What follows belongs to an exercise in optimizing a design on an open flow for a short achievable clock period and few clock cycles; a production flow would make more cautious choices. In this exercise RTL edits were held to simulation tests only and were not proved equivalent to the original. No driver is modelled on the clock port, so clocking that relies on it looks cheaper here than on a real chip. No activity file was given, so power comes from the tool's default toggle rates.

== the baseline ==
==> flow/design.v (excerpt) <==
module mnpk01 (
    input         clk,
    input         rst,
    output [15:0] rom_addr,
    input  [7:0]  rom_data,
    output [15:0] ram_addr,
    output [7:0]  ram_wdata,
    output        ram_we,
    input  [7:0]  ram_rdata,
    output        halted
);
    localparam OP = 2'd0, B1 = 2'd1, B2 = 2'd2, B3 = 2'd3;
    reg [15:0] pc;
    reg [15:0] pco;                  
    reg [1:0]  st;
    reg        hlt;
    reg        fz, fc, fn;
    reg [3:0]  jop;
    reg        d_mvi, d_mov, d_mvib, d_load, d_store, d_jmp, d_alu;
    reg [7:0]  b1, b2, q;
    reg [31:0] sela, selb;           
    wire op_multi = ((rom_data >= 8'h01) && (rom_data <= 8'h0B)) ||
                    ((rom_data[7:4] == 4'h1) && (rom_data[3:0] <= 4'hD));
    wire op_halt  = (rom_data == 8'hFF);
    reg        x_valid;
    reg        w_valid, w_alu, w_both;
    reg        w_wlo, w_whi;
    reg [3:0]  w_reg;
    reg [7:0]  w_a, w_b, w_hi;
    reg        w_cin;
    reg        w_sum, w_and, w_or, w_xor, w_not, w_shl, w_shr, w_rol, w_pass;
    reg        w_zf, w_c_co, w_c_nco, w_cmp, w_c7, w_c0;
    reg        r_wlo, r_whi;
    reg [3:0]  r_reg;
    reg [7:0]  r_lo, r_hi;
    reg [15:0] ram_addr_r;
    reg [7:0]  ram_wdata_r;
    reg        ram_we_r;
    reg        halted_r;
    wire [7:0] bb  = w_b;              
    wire [8:0] sum = {1'b0, w_a} + {1'b0, bb} + {8'd0, w_cin};
    wire       w_fl   = w_valid & w_alu;
    wire       zero_f = ((w_a ^ bb) == {w_a[6:0] | bb[6:0], w_cin});
    wire       nz = w_zf & zero_f;
    wire       nc = (w_c_co & sum[8]) | (w_c_nco & ~sum[8]) |
                    (w_cmp & sum[8] & ~zero_f) | (w_c7 & w_a[7]) | (w_c0 & w_a[0]);
    wire       nn = w_cmp & ~sum[8];
    wire       fz_n = w_fl ? nz : fz;
    wire       fc_n = w_fl ? nc : fc;
    wire       fn_n = w_fl ? nn : fn;
    localparam NB = 4;
    reg [NB-1:0] bv;
    reg [15:0]   btagm1 [0:NB-1];      
    reg [15:0]   btgt [0:NB-1];
    reg [5:0]    bkind [0:NB-1];       
    reg [1:0]    bptr;                 
    reg [15:0]   pcop;                 
    reg          seq;                  
    reg [NB-1:0] hitr;                 
    reg [15:0]   tgtr;                 
    reg [5:0]    bkr;                  
    reg          spec_r;               
    reg          skz;                  
    reg  [15:0]  sft;                  
  ...
For scale: roughly 0.031 mm² of cells after synthesis.
export LEC_CHECK = 0
export ABC_CLOCK_PERIOD_IN_PS = 2500
export CAP_MARGIN = 20
export CORE_MARGIN = 2
export CORE_UTILIZATION = 40
export CTS_CLUSTER_DIAMETER = 80
export CTS_CLUSTER_SIZE = 20
export SLEW_MARGIN = 20
export TNS_END_PERCENT = 100
create_clock -name core_clock -period 9.0 [get_ports {clk}]
standard.sh (not shown) runs the stock make flow with config.mk's settings and CLKGATE_MAP_FILE= SYNTH_SCRIPT=/design/flow/synth_recipe.tcl, a recipe that flattens the netlist after the stock synthesis.
==> flow/flow/run.sh <==
#!/bin/bash
set -euo pipefail
here=$(pwd)
bash standard.sh SETUP_SLACK_MARGIN=6.6 PRE_CTS_TCL="$here/flow/pre_cts.tcl" finish > standard.log 2>&1
==> flow/flow/pre_cts.tcl <==
proc my_remove_clock_root {} {
  set block [ord::get_db_block]
  set clk_net [$block findNet clk]
  set roots {}
  foreach it [$clk_net getITerms] {
    lappend roots [$it getInst]
  }
  if { [llength $roots] != 1 } {
    puts "remove_clock_root: clk drives [llength $roots] cells, left as is"
    return
  }
  set root [lindex $roots 0]
  set out_net ""
  foreach it [$root getITerms] {
    if { [$it isOutputSignal] } { set out_net [$it getNet] }
  }
  if { $out_net == "" } { return }
  set loads {}
  foreach it [$out_net getITerms] {
    if { [$it getInst] != $root } { lappend loads $it }
  }
  if { [llength $loads] > 4 || [llength [$out_net getBTerms]] > 0 } {
    puts "remove_clock_root: root drives [llength $loads] pins, left as is"; foreach l $loads { puts "  [[$l getInst] getName] [[[$l getInst] getMaster] getName] [$l getIoType]" }
    return
  }
  puts "remove_clock_root: removing [$root getName], clk now drives [llength $loads] buffers"
  foreach it [$root getITerms] {
    if { [$it getNet] != "NULL" } { $it disconnect }
  }
  foreach it $loads {
    $it disconnect
    $it connect $clk_net
  }
  odb::dbInst_destroy $root
  odb::dbNet_destroy $out_net
}

rename clock_tree_synthesis my_clock_tree_synthesis
proc clock_tree_synthesis { args } {
  my_clock_tree_synthesis {*}$args
  my_remove_clock_root
}
Testbench counts of the baseline, summed over its fixed seeds: cycles 45,731.
Inputs modified between the baseline and the candidate:
--- a/flow/design.v
+++ b/flow/design.v
@@ -6,17 +6,16 @@
     output [15:0] ram_addr,
     output [7:0]  ram_wdata,
     output        ram_we,
     input  [7:0]  ram_rdata,
     output        halted
 );
     localparam OP = 2'd0, B1 = 2'd1, B2 = 2'd2, B3 = 2'd3;
     reg [15:0] pc;
-    reg [15:0] pco;                  
     reg [1:0]  st;
     reg        hlt;
     reg        fz, fc, fn;
     reg [3:0]  jop;
     reg        d_mvi, d_mov, d_mvib, d_load, d_store, d_jmp, d_alu;
     reg [7:0]  b1, b2, q;
     reg [31:0] sela, selb;           
     wire op_multi = ((rom_data >= 8'h01) && (rom_data <= 8'h0B)) ||
@@ -104,34 +103,30 @@
     wire skip  = (st == B1) & jnt;
     wire take  = jk(jt, fz, fc, fn);
     wire last3 = (st == B2) & (d_mvi | d_mov | d_alu);
     wire last4 = (st == B3);
     wire disp  = ~hlt & (last3 | last4);
     wire op_hlt = (st == OP) & op_halt & ~mis;
     wire [15:0] pc_a = take ? {rom_data, b1} : (skip ? pc + 16'd2 : pc + 16'd1);
     wire [15:0] pc_b = hit_nt ? pc + 16'd3 : (hit_t ? tgtr : pc_a);
-    wire [15:0] pco_a = take ? {rom_data, b1} : (skip ? pco + 16'd2 : pco + 16'd1);
-    wire [15:0] pco_b = hit_nt ? pco + 16'd3 : (hit_t ? tgtr : pco_a);
     reg dq_mvi, dq_mov, dq_mvib, dq_load, dq_store, dq_jmp, dq_alu;
     always @(posedge clk or posedge rst) begin
         if (rst) begin
             pc  <= 16'h0000;
-            pco <= 16'h0000;
             st  <= OP;
             jnt <= 1'b0;
             jt  <= 6'h00;
             hlt <= 1'b0;
             bv  <= {NB{1'b0}};
             bptr <= 2'd0;
             spec_r <= 1'b0;
             seq <= 1'b0;
         end else begin
             pc  <= mis ? sft : pc_b;
-            pco <= mis ? sft : pco_b;
             jnt <= (st == OP) & op_cj & ~op_c & settled;
             jt  <= {6{(st == B1) & dq_jmp & ~jnt}} & (6'd1 << (q[3:0] - 4'd6));
             spec_r   <= hit_sp;
             seq      <= ~(mis | hit_nt | hit_t | take | skip);
             if (op_hlt)
                 hlt <= 1'b1;
             if (mis)
                 st <= OP;
@@ -287,14 +282,14 @@
         w_c_co  <= (aop == 4'h0) | (aop == 4'h2);
         w_c_nco <= (aop == 4'h1) | (aop == 4'h3);
         w_cmp   <= (aop == 4'hB);
         w_c7    <= (aop == 4'h8) | (aop == 4'hA);
         w_c0    <= (aop == 4'h9);
         r_lo <= res;
         r_hi <= w_both ? w_hi : res;
     end
-    assign rom_addr  = pco;
+    assign rom_addr  = pc;
     assign ram_addr  = ram_addr_r;
     assign ram_wdata = ram_wdata_r;
     assign ram_we    = ram_we_r;
     assign halted    = halted_r;
 endmodule
## What came out
- In the tables for the candidate and the baseline, largest net degree at the start of global routing reads higher with the baseline.
- Sort the candidate and the baseline by antenna cell count desc -> top: the baseline
- The baseline → the candidate: ratio of final minimum period to clock period shows an increase of 0.75 points; fraction of area in multi-input gates fell by 2.0 points; worst-margin pin slew now sits lower; share of async-settable or async-resettable flops after synthesis now smaller; fmax lost 2.3%.
- The candidate ends up with higher cell count along the critical path than the baseline does.
- The candidate vs the baseline, layout multi-input combinational cell count went down by about 10%.
- The candidate: switching power share of the total is 0.85 points lower than what the baseline reported.
- Number of placed cells counting well taps ended up 7.7% lower on the candidate than on the baseline.
- Number of buffers and inverters on the critical path in the candidate is 1 higher than in the baseline
Testbench counts of the candidate, summed over its fixed seeds: cycles 45,731.


Setup of run 1:
mnpk01, a different RTL version from the one above (not shown whole).
For scale: roughly 2300 cells after synthesis, ~60 I/O pins, about 0.031 mm^2 of cells after synthesis.
Settings: LEC_CHECK=0, ABC_CLOCK_PERIOD_IN_PS=2500, CAP_MARGIN=20, CORE_MARGIN=2, CORE_UTILIZATION=60, CTS_CLUSTER_DIAMETER=80, CTS_CLUSTER_SIZE=20, PLACE_DENSITY=0.7, SLEW_MARGIN=20, TNS_END_PERCENT=100; clock period 9.0 ns.
Scripts as last shown in full above: flow/flow/run.sh, flow/flow/pre_cts.tcl
Run 1 completed end to end with timing, DRC and antenna clean.
Testbench counts of run 1, summed over its fixed seeds: cycles 45,643.
For run 2, these inputs were changed with respect to run 1:
diff --git a/flow/design.v b/flow/design.v
--- a/flow/design.v
+++ b/flow/design.v
@@ -14,17 +14,16 @@
     reg [15:0] pco;                  
     reg [1:0]  st;
     reg        hlt;
     reg        fz, fc, fn;
     reg [3:0]  jop;
     reg        d_mvi, d_mov, d_mvib, d_load, d_store, d_jmp, d_alu;
     reg [7:0]  b1, b2, q;
     reg [31:0] sela, selb;           
-    reg dq_mvi, dq_mov, dq_mvib, dq_load, dq_store, dq_jmp, dq_alu;
     wire op_multi = ((rom_data >= 8'h01) && (rom_data <= 8'h0B)) ||
                     ((rom_data[7:4] == 4'h1) && (rom_data[3:0] <= 4'hD));
     wire op_halt  = (rom_data == 8'hFF);
     reg        x_valid;
     reg        w_valid, w_alu, w_both;
     reg        w_wlo, w_whi;
     reg [3:0]  w_reg;
     reg [7:0]  w_a, w_b, w_hi;
@@ -97,44 +96,44 @@
         case (rom_data[3:0])
             4'h7:    op_c = fz;
             4'h8:    op_c = ~fz;
             4'h9:    op_c = fc;
             4'hA:    op_c = ~fc;
             default: op_c = fn;
         endcase
     end
-    wire skipz = dq_jmp & w_fl & (((q[3:0] == 4'h7) & ~nz) | ((q[3:0] == 4'h8) & nz));
-    wire skip  = (st == B1) & (jnt | skipz);
+    wire skip  = (st == B1) & jnt;
     wire take  = jk(jt, fz, fc, fn);
     wire last3 = (st == B2) & (d_mvi | d_mov | d_alu);
     wire last4 = (st == B3);
     wire disp  = ~hlt & (last3 | last4);
     wire op_hlt = (st == OP) & op_halt & ~mis;
     wire [15:0] pc_a = take ? {rom_data, b1} : (skip ? pc + 16'd2 : pc + 16'd1);
     wire [15:0] pc_b = hit_nt ? pc + 16'd3 : (hit_t ? tgtr : pc_a);
     wire [15:0] pco_a = take ? {rom_data, b1} : (skip ? pco + 16'd2 : pco + 16'd1);
     wire [15:0] pco_b = hit_nt ? pco + 16'd3 : (hit_t ? tgtr : pco_a);
+    reg dq_mvi, dq_mov, dq_mvib, dq_load, dq_store, dq_jmp, dq_alu;
     always @(posedge clk or posedge rst) begin
         if (rst) begin
             pc  <= 16'h0000;
             pco <= 16'h0000;
             st  <= OP;
             jnt <= 1'b0;
             jt  <= 6'h00;
             hlt <= 1'b0;
             bv  <= {NB{1'b0}};
             bptr <= 2'd0;
             spec_r <= 1'b0;
             seq <= 1'b0;
         end else begin
             pc  <= mis ? sft : pc_b;
             pco <= mis ? sft : pco_b;
             jnt <= (st == OP) & op_cj & ~op_c & settled;
-            jt  <= {6{(st == B1) & dq_jmp & ~skip}} & (6'd1 << (q[3:0] - 4'd6));
+            jt  <= {6{(st == B1) & dq_jmp & ~jnt}} & (6'd1 << (q[3:0] - 4'd6));
             spec_r   <= hit_sp;
             seq      <= ~(mis | hit_nt | hit_t | take | skip);
             if (op_hlt)
                 hlt <= 1'b1;
             if (mis)
                 st <= OP;
             else case (st)
                 OP:      st <= (op_multi & ~hit) ? B1 : OP;
### Flow results
Run 2 has completed all stages; timing, DRC and antenna checks passed.
Re fraction of final layout cells with drive strength greater than 1: run 1 and run 2 aren't equal, and the lower value belongs to run 2.
Looking only at post-placement cell count, and setting everything else aside, the higher value of run 1 and run 2 goes to run 2.
Relative to run 1, the switching power as a share of total power of run 2 is higher by 6.3 points.
Run 2 vs run 1 — post-synthesis to final-layout area growth dropped 3.4 points.
Clock power share down 5.1 points in run 2 wrt run 1
Diff run 1 -> run 2 | die width | up slightly
The routed wire length of run 1 and that of run 2 are within noise of each other.
Of run 1 and run 2, run 2 shows the lower total number of cells along the worst setup path, with run 1 above it.
Required time at the worst-slack endpoint: run 2 vs run 1 down 2.15 ns
Run 1 and run 2 ended up with nearly the same wire length per cell after detailed routing.
Run 2 ended up with a higher relative contribution of combinational cells to total power than run 1 did.
Testbench counts of run 2, summed over its fixed seeds: cycles 45,731.

[separate check: timing with driven ports]
In the flow no input, the clock included, has a driving cell. The finished layouts below were timed again as built, in two steps. Step 1 (the two cells are an assumption about what drives the block):
set clk [get_ports {clk}]
set_driving_cell -lib_cell sky130_fd_sc_hd__clkbuf_16 $clk
set_driving_cell -lib_cell sky130_fd_sc_hd__buf_2 [delete_from_list [all_inputs] $clk]
Step 2 moves the port delays by t, midway between the first and last clock arrival at a register: inputs arrive t later, outputs are due t later. That takes back most of the time a late clock gives input paths. a / b / c = ideal / step 1 / step 2; a / b = the first two.
run | t, ns | slack for setup (ns) | worst hold slack (ns) | cell pins on the clock port's net
the baseline | 0.561 | 6.142 / 6.017 / 5.987 | 0.333 / 0.333 / 0.333 | 4
the candidate | 0.556 | 6.075 / 5.950 / 6.056 | 0.332 / 0.332 / 0.332 | 4
run 1 | 0.544 | 6.037 / 6.011 / 5.753 | 0.337 / 0.337 / 0.337 | 4
run 2 | 0.540 | 6.180 / 6.053 / 6.006 | 0.330 / 0.330 / 0.330 | 4
After both steps every run listed still meets setup and hold. For run 1, which loses most, drivers alone change the setup slack by -0.026 ns; drivers and shift together by -0.284 ns.
